Background: an optimization exercise with open tools, aiming at small area, a short achievable clock period and few clock cycles per item. Do not read the settings as production practice. Where RTL was checked, it was by simulation tests only, not by an equivalence proof against the original.

## axis_gain_wrapper
module axis_gain_wrapper #(
    parameter integer C_S_AXI_DATA_WIDTH = 32,
    parameter integer C_S_AXI_ADDR_WIDTH = 4,
    parameter integer AUDIO_WIDTH        = 16,
    parameter integer GAIN_FBITS         = 12
)(
    input  wire aclk,
    input  wire aresetn,
    input  wire [31:0] s_axis_tdata,
    input  wire        s_axis_tlast,
    input  wire        s_axis_tvalid,
    output wire        s_axis_tready,
    output wire [31:0] m_axis_tdata,
    output wire        m_axis_tlast,
    output wire        m_axis_tvalid,
    input  wire        m_axis_tready,
    input  wire [C_S_AXI_ADDR_WIDTH-1:0] s_axi_awaddr,
    input  wire                          s_axi_awvalid,
    output wire                          s_axi_awready,
    input  wire [C_S_AXI_DATA_WIDTH-1:0] s_axi_wdata,
    input  wire [3:0]                    s_axi_wstrb,
    input  wire                          s_axi_wvalid,
    output wire                          s_axi_wready,
    output wire [1:0]                    s_axi_bresp,
    output reg                           s_axi_bvalid,
    input  wire                          s_axi_bready,
    input  wire [C_S_AXI_ADDR_WIDTH-1:0] s_axi_araddr,
    input  wire                          s_axi_arvalid,
    output wire                          s_axi_arready,
    output reg  [C_S_AXI_DATA_WIDTH-1:0] s_axi_rdata,
    output wire [1:0]                    s_axi_rresp,
    output reg                           s_axi_rvalid,
    input  wire                          s_axi_rready
);
Size: roughly 2,000 cells after synthesis, about 160 I/O pins, roughly 22,000 um2 of cells after synthesis.
Settings: LEC_CHECK=0, ABC_AREA=1, CAP_MARGIN=20, CORE_MARGIN=2, CORE_UTILIZATION=60, CTS_BUF_LIST=sky130_fd_sc_hd__clkbuf_4 sky130_fd_sc_hd__clkbuf_8, SETUP_SLACK_MARGIN=4.3, SLEW_MARGIN=20; clock period 8.0 ns.
standard.sh (not shown) runs the stock make flow with config.mk's settings and CLKGATE_MAP_FILE= SYNTH_SCRIPT=/design/flow/synth_recipe.tcl, a recipe that flattens the netlist after the stock synthesis.
==> flow/flow/run.sh <==
#!/bin/bash
# Standard layout with two changes:
#  - the port buffers use the smallest buffer cell;
#  - after the standard synthesis, flow/flip_fa.py removes inverters around
#    full adders (a full adder is self-dual, so some adders take the
#    complements of their inputs instead); registers are not touched.
# Each step's output goes to its own log file in this folder.
set -euo pipefail
export BUFFER_PORTS_ARGS="-buffer_cell sky130_fd_sc_hd__buf_1"
RES=orfs/results/sky130hd/axis_gain_wrapper/base
bash standard.sh synth > synth_flow.log 2>&1
cp "$RES/1_2_yosys.v" synth_netlist_standard.v
python3 flow/flip_fa.py synth_netlist_standard.v "$RES/1_2_yosys.v" > flip_fa.log 2>&1
touch "$RES/1_2_yosys.v"
bash standard.sh > layout_flow.log 2>&1
Other scripts of this flow, unchanged in this note and not shown: flow/flow/flip_fa.py
The baseline completed without violations.
Testbench counts at the start, summed over its fixed seeds: cycles 16,480, samples 16,384.
Change:
--- a/flow/config.mk
+++ b/flow/config.mk
@@ -10,3 +10,3 @@
 export CORE_MARGIN = 2
-export CORE_UTILIZATION = 60
+export CORE_UTILIZATION = 40
 export CTS_BUF_LIST = sky130_fd_sc_hd__clkbuf_4 sky130_fd_sc_hd__clkbuf_8
The changed run produced a clean layout.
Flip-flop and latch count is unchanged.
Clock-buffer cell count went down by 6.
Critical path depth went down by 1.
Synthesized cell count does not change.
Cell area went up by 0.48%.
Die area went up by 49%.
Register-to-register slack is worse by 0.04 ns.
Sequential share of layout area went down by 0.17 points.
Routed wire length went up by 3.4%.
Change:
--- a/flow/config.mk
+++ b/flow/config.mk
@@ -12,3 +12,3 @@
 export CTS_BUF_LIST = sky130_fd_sc_hd__clkbuf_4 sky130_fd_sc_hd__clkbuf_8
-export SETUP_SLACK_MARGIN = 4.3
+export SETUP_SLACK_MARGIN = 4.0
 export SLEW_MARGIN = 20
=> The new run finished with timing, DRC and antenna clean; via count went down by about 0.5%; wire length went down by 2.8%; worst setup slack is worse by 0.10 ns; clock-buffer cell count increases by 2; clock skew decreases by 0.021 ns; design area goes down by 0.57%.


Another version of the RTL of axis_gain_wrapper (not shown whole).
Size in the first run: about 2500 cells after synthesis, ~160 I/O pins, roughly 21000 um2 of cells after synthesis.
clock: 8.0 ns
lec_check: 0
abc_area: 1
cap_margin: 20
core_margin: 2
core_utilization: 40
slew_margin: 20
run.sh (not shown) runs the stock make flow with config.mk's settings and CLKGATE_MAP_FILE= SYNTH_SCRIPT=/design/flow/synth_recipe.tcl, a recipe that flattens the netlist after the stock synthesis.
Stock flow here: none of the scripts above is used.
Then changed:
Settings changed: ABC_AREA 1 to unset, ABC_CLOCK_PERIOD_IN_PS set to 4000, SETUP_SLACK_MARGIN set to 4.
The changed run passed the timing, DRC and antenna checks.
Routed wire length rises by 39%.
Setup slack is better by 0.38 ns.
Critical path depth decreases by 3.
Flip-flop and latch count is unchanged.
Utilization grows by 5.4 points.
No run of this note included a check of the RTL's function; only the layout flow was run.


RTL: one of the versions met above, not the one the previous note started from.
For scale: ~300 flip-flops, ~160 I/O pins, ~22000 µm² of cells after synthesis.
==> flow/config.mk <==
export PLATFORM = sky130hd
export DESIGN_NAME = axis_gain_wrapper
export DESIGN_NICKNAME = axis_gain_wrapper
export VERILOG_FILES = /design/flow/design.v
export SDC_FILE = /design/flow/constraint.sdc
export NUM_CORES = 4
export LEC_CHECK = 0
export ABC_AREA = 1
export CAP_MARGIN = 20
export CORE_MARGIN = 2
export CORE_UTILIZATION = 40
export CTS_BUF_LIST = sky130_fd_sc_hd__clkbuf_4 sky130_fd_sc_hd__clkbuf_8
export SETUP_SLACK_MARGIN = 4.3
export SLEW_MARGIN = 20
==> flow/constraint.sdc <==
create_clock -name core_clock -period 8.0 [get_ports {aclk}]
set_input_delay 1.6000 -clock core_clock [delete_from_list [all_inputs] [get_ports {aclk}]]
set_output_delay 1.6000 -clock core_clock [all_outputs]
set_load 0.01 [all_outputs]
standard.sh (not shown) runs the stock make flow with config.mk's settings and CLKGATE_MAP_FILE= SYNTH_SCRIPT=/design/flow/synth_recipe.tcl, a recipe that flattens the netlist after the stock synthesis.
==> flow/flow/run.sh <==
#!/bin/bash
set -euo pipefail
export BUFFER_PORTS_ARGS="-buffer_cell sky130_fd_sc_hd__buf_1"
bash standard.sh > standard_flow.log 2>&1
The starting point finished clean.
Testbench counts at the start, summed over its fixed seeds: cycles 16,480, samples 16,384.
==> next run, changes <==
- CTS_BUF_LIST: sky130_fd_sc_hd__clkbuf_4 sky130_fd_sc_hd__clkbuf_8 -> sky130_fd_sc_hd__clkbuf_8
- CTS_CLUSTER_DIAMETER: default -> 60
- CTS_CLUSTER_SIZE: default -> 14
The changed run finished clean.
Global-route usage stays flat.
Non-clock buffer count climbs by 13.
Setup slack is worse by 0.050 ns.
Final cell count falls slightly.
Wire length stays flat.
Synthesized area stays the same.
==> next run, changes <==
- CTS_BUF_LIST: sky130_fd_sc_hd__clkbuf_8 -> sky130_fd_sc_hd__clkbuf_4 sky130_fd_sc_hd__clkbuf_8
- CTS_CLUSTER_DIAMETER: 60 -> default
- CTS_CLUSTER_SIZE: 14 -> default
- SETUP_SLACK_MARGIN: 4.3 -> 4.6
What happened:
- clock-buffer cell count rises by 32
- wire length rises by 9.2%
- worst setup slack is better by 0.061 ns
- final area goes up by 8.4%
- via count increases by 6.4%
- register-to-register slack improves by 0.06 ns
- global-route usage came out higher by 1.1 points
- core utilization rises by 3.9 points
- sequential cell count does not change
- die area stays the same

[what the ideal ports hide]
How much do the figures lean on ideal ports? The routed layouts below were timed once more, with nothing changed but the port constraints. Step 1: set_driving_cell puts a clkbuf_16 on aclk and a buf_2 on each other input, an assumption about the parent block. Step 2, shift: input delay + t, output delay - t, t = (earliest + latest rising clock arrival at the registers) / 2. This alone moves slack from input paths to output paths. Three values: ideal, step 1, step 2; two values: the first two.
run	t (ns)	setup WS [ns]	hold WS [ns]	clock arrival spread, ns
the first run of note 1	0.698	4.206 / 4.165 / 4.165	0.420 / 0.420 / 0.420	0.047 / 0.047
the second run of note 1	0.669	4.188 / 4.151 / 4.117	0.416 / 0.416 / 0.416	0.044 / 0.044
the third run of note 1	0.689	4.086 / 4.061 / 4.061	0.417 / 0.417 / 0.417	0.026 / 0.026
the first run of note 2	0.601	1.408 / 1.408 / 1.408	0.422 / 0.422 / 0.422	0.010 / 0.010
the second run of note 2	0.628	1.784 / 1.784 / 1.784	0.435 / 0.435 / 0.435	0.040 / 0.040
the first run of note 3	0.693	4.235 / 4.235 / 3.969	0.419 / 0.419 / 0.419	0.036 / 0.036
the second run of note 3	0.667	4.185 / 4.185 / 3.960	0.420 / 0.420 / 0.420	0.049 / 0.049
the third run of note 3	0.688	4.246 / 4.246 / 4.156	0.403 / 0.403 / 0.403	0.038 / 0.038
After both steps setup and hold are still met in every run listed. The setup slack of the first run of note 3, which loses most, moves by 0.000 ns with the drivers and by -0.266 ns with both steps.
